Source: an optimization exercise on an open RTL-to-GDS flow (aim: small area and a short achievable clock period). Production flows keep margins and buffers that such runs may drop.
Power and IR drop assume default switching activity.

// pipecpu
module pipecpu(clk, rst, instr, readdata, PC, MemWrite, aluout, writedata);
Size: roughly 6500 cells after synthesis, roughly 160 I/O pins, roughly 0.070 sq mm of cells after synthesis.
export LEC_CHECK = 0
export CAP_MARGIN = 20
export CORE_MARGIN = 2
export CORE_UTILIZATION = 50
export CTS_CLUSTER_DIAMETER = 85
export CTS_CLUSTER_SIZE = 25
export PLACE_DENSITY = 0.75
export SLEW_MARGIN = 20
export SYNTH_HIERARCHICAL = 1
create_clock -name core_clock -period 12.5 [get_ports {clk}]
standard.sh (not shown) runs the stock make flow with config.mk's settings and CLKGATE_MAP_FILE= SYNTH_SCRIPT=/design/flow/synth_recipe.tcl, a recipe that flattens the netlist after the stock synthesis.
==> flow/flow/run.sh <==
#!/bin/bash
# The standard layout, with:
# - synthesis: the standard flow's own synthesis script, with a delay-driven ABC script
#   (strash; dch; map -D; buffer; upsize; dnsize) for the final technology
#   mapping in place of ORFS's abc_speed.script; registers are untouched;
# - timing repair aiming well below the clock period (the SDC is unchanged);
# - plain buffers on the ports;
# - without the slow two-stage OR / AND cells (the platform's don't-use cells
#   stay don't-use).
set -euo pipefail
W=$(pwd)
cat > "$W/synth_abc.tcl" <<EOT
proc abc {args} {
   set rest {}
   set skip 0
   foreach a \$args {
      if {\$skip} { set skip 0; continue }
      if {\$a eq "-script"} { set skip 1; continue }
      lappend rest \$a
   }
   yosys abc -script "+strash;dch;map,-D,1100;buffer;upsize,-D,1100;dnsize,-D,1100" {*}\$rest
}
source $W/synth_recipe.tcl
EOT
DONT_USE="sky130_fd_sc_hd__probe_p_8 sky130_fd_sc_hd__probec_p_8 sky130_fd_sc_hd__lpflow_bleeder_1 sky130_fd_sc_hd__lpflow_clkbufkapwr_1 sky130_fd_sc_hd__lpflow_clkbufkapwr_16 sky130_fd_sc_hd__lpflow_clkbufkapwr_2 sky130_fd_sc_hd__lpflow_clkbufkapwr_4 sky130_fd_sc_hd__lpflow_clkbufkapwr_8 sky130_fd_sc_hd__lpflow_clkinvkapwr_1 sky130_fd_sc_hd__lpflow_clkinvkapwr_16 sky130_fd_sc_hd__lpflow_clkinvkapwr_2 sky130_fd_sc_hd__lpflow_clkinvkapwr_4 sky130_fd_sc_hd__lpflow_clkinvkapwr_8 sky130_fd_sc_hd__lpflow_decapkapwr_12 sky130_fd_sc_hd__lpflow_decapkapwr_3 sky130_fd_sc_hd__lpflow_decapkapwr_4 sky130_fd_sc_hd__lpflow_decapkapwr_6 sky130_fd_sc_hd__lpflow_decapkapwr_8 sky130_fd_sc_hd__lpflow_inputiso0n_1 sky130_fd_sc_hd__lpflow_inputiso0p_1 sky130_fd_sc_hd__lpflow_inputiso1n_1 sky130_fd_sc_hd__lpflow_inputiso1p_1 sky130_fd_sc_hd__lpflow_inputisolatch_1 sky130_fd_sc_hd__lpflow_isobufsrc_1 sky130_fd_sc_hd__lpflow_isobufsrc_16 sky130_fd_sc_hd__lpflow_isobufsrc_2 sky130_fd_sc_hd__lpflow_isobufsrc_4 sky130_fd_sc_hd__lpflow_isobufsrc_8 sky130_fd_sc_hd__lpflow_isobufsrckapwr_16 sky130_fd_sc_hd__lpflow_lsbuf_lh_hl_isowell_tap_1 sky130_fd_sc_hd__lpflow_lsbuf_lh_hl_isowell_tap_2 sky130_fd_sc_hd__lpflow_lsbuf_lh_hl_isowell_tap_4 sky130_fd_sc_hd__lpflow_lsbuf_lh_isowell_4 sky130_fd_sc_hd__lpflow_lsbuf_lh_isowell_tap_1 sky130_fd_sc_hd__lpflow_lsbuf_lh_isowell_tap_2 sky130_fd_sc_hd__lpflow_lsbuf_lh_isowell_tap_4 sky130_fd_sc_hd__a2111o_1 sky130_fd_sc_hd__a2111o_2 sky130_fd_sc_hd__a2111o_4 sky130_fd_sc_hd__and4_1 sky130_fd_sc_hd__and4_2 sky130_fd_sc_hd__and4_4 sky130_fd_sc_hd__and4b_1 sky130_fd_sc_hd__and4b_2 sky130_fd_sc_hd__and4b_4 sky130_fd_sc_hd__and4bb_1 sky130_fd_sc_hd__and4bb_2 sky130_fd_sc_hd__and4bb_4 sky130_fd_sc_hd__o2111a_1 sky130_fd_sc_hd__o2111a_2 sky130_fd_sc_hd__o2111a_4 sky130_fd_sc_hd__or3_1 sky130_fd_sc_hd__or3_2 sky130_fd_sc_hd__or3_4 sky130_fd_sc_hd__or3b_1 sky130_fd_sc_hd__or3b_2 sky130_fd_sc_hd__or3b_4 sky130_fd_sc_hd__or4_1 sky130_fd_sc_hd__or4_2 sky130_fd_sc_hd__or4_4 sky130_fd_sc_hd__or4b_1 sky130_fd_sc_hd__or4b_2 sky130_fd_sc_hd__or4b_4 sky130_fd_sc_hd__or4bb_1 sky130_fd_sc_hd__or4bb_2 sky130_fd_sc_hd__or4bb_4 "
bash standard.sh "SYNTH_SCRIPT=$W/synth_abc.tcl" SETUP_SLACK_MARGIN=8.5 "BUFFER_PORTS_ARGS=-buffer_cell sky130_fd_sc_hd__buf_4" "DONT_USE_CELLS=$DONT_USE" finish > standard_flow.log 2>&1
==> next run, changes <==
--- a/flow/flow/run.sh
+++ b/flow/flow/run.sh
@@ -5 +5,2 @@
-#   mapping in place of ORFS's abc_speed.script; registers are untouched;
+#   mapping in place of ORFS's abc_speed.script (a looser delay target for
+#   the top module than for the others); registers are untouched;
@@ -21 +22,2 @@
-   yosys abc -script "+strash;dch;map,-D,1100;buffer;upsize,-D,1100;dnsize,-D,1100" {*}\$rest
+   yosys abc -script "+strash;dch;map,-D,1100;buffer;upsize,-D,1100;dnsize,-D,1100" {*}\$rest rf_read br_eq alu_add alu_ls pc_sel pci_sel
+   yosys abc -script "+strash;dch;map,-D,1600;buffer;upsize,-D,1600;dnsize,-D,1600" {*}\$rest pipecpu
After rerunning:
- The changed run completed and failed the layout checks on max-slew violations
- routed wire length drops by 3.5%
- final cell count drops by 2.7%
- clock power drops by about 6%
- power drops by 3.1%
- worst hold slack gets worse by 12 ps
Function was not checked in any run of this note: the RTL went through the layout flow alone.

-- static timing again, ports no longer ideal --
The flow's constraints put no driver on any port. The routed layouts listed below were extracted and timed again, unchanged, in two steps. Step 1 sets driving cells, clkbuf_16 on the clock port and buf_2 on the other inputs (assumed; they add their load-dependent delay and slew). Step 2 times the ports against the registers' clock, not the clock port: input delays grow and output delays shrink by t, the midpoint of the rising clock arrivals with the driver on. Three values: no drivers, after step 1, after step 2; two values: the first two.
run	shift t [ns]	setup slack, ns	pins driven straight from the clock port
the first run	0.801	8.340 / 8.263 / 7.689	1
the second run	0.786	8.422 / 8.362 / 7.686	1
The setup slack of the second run, which loses most, moves by -0.060 ns with the drivers and by -0.736 ns with both steps.
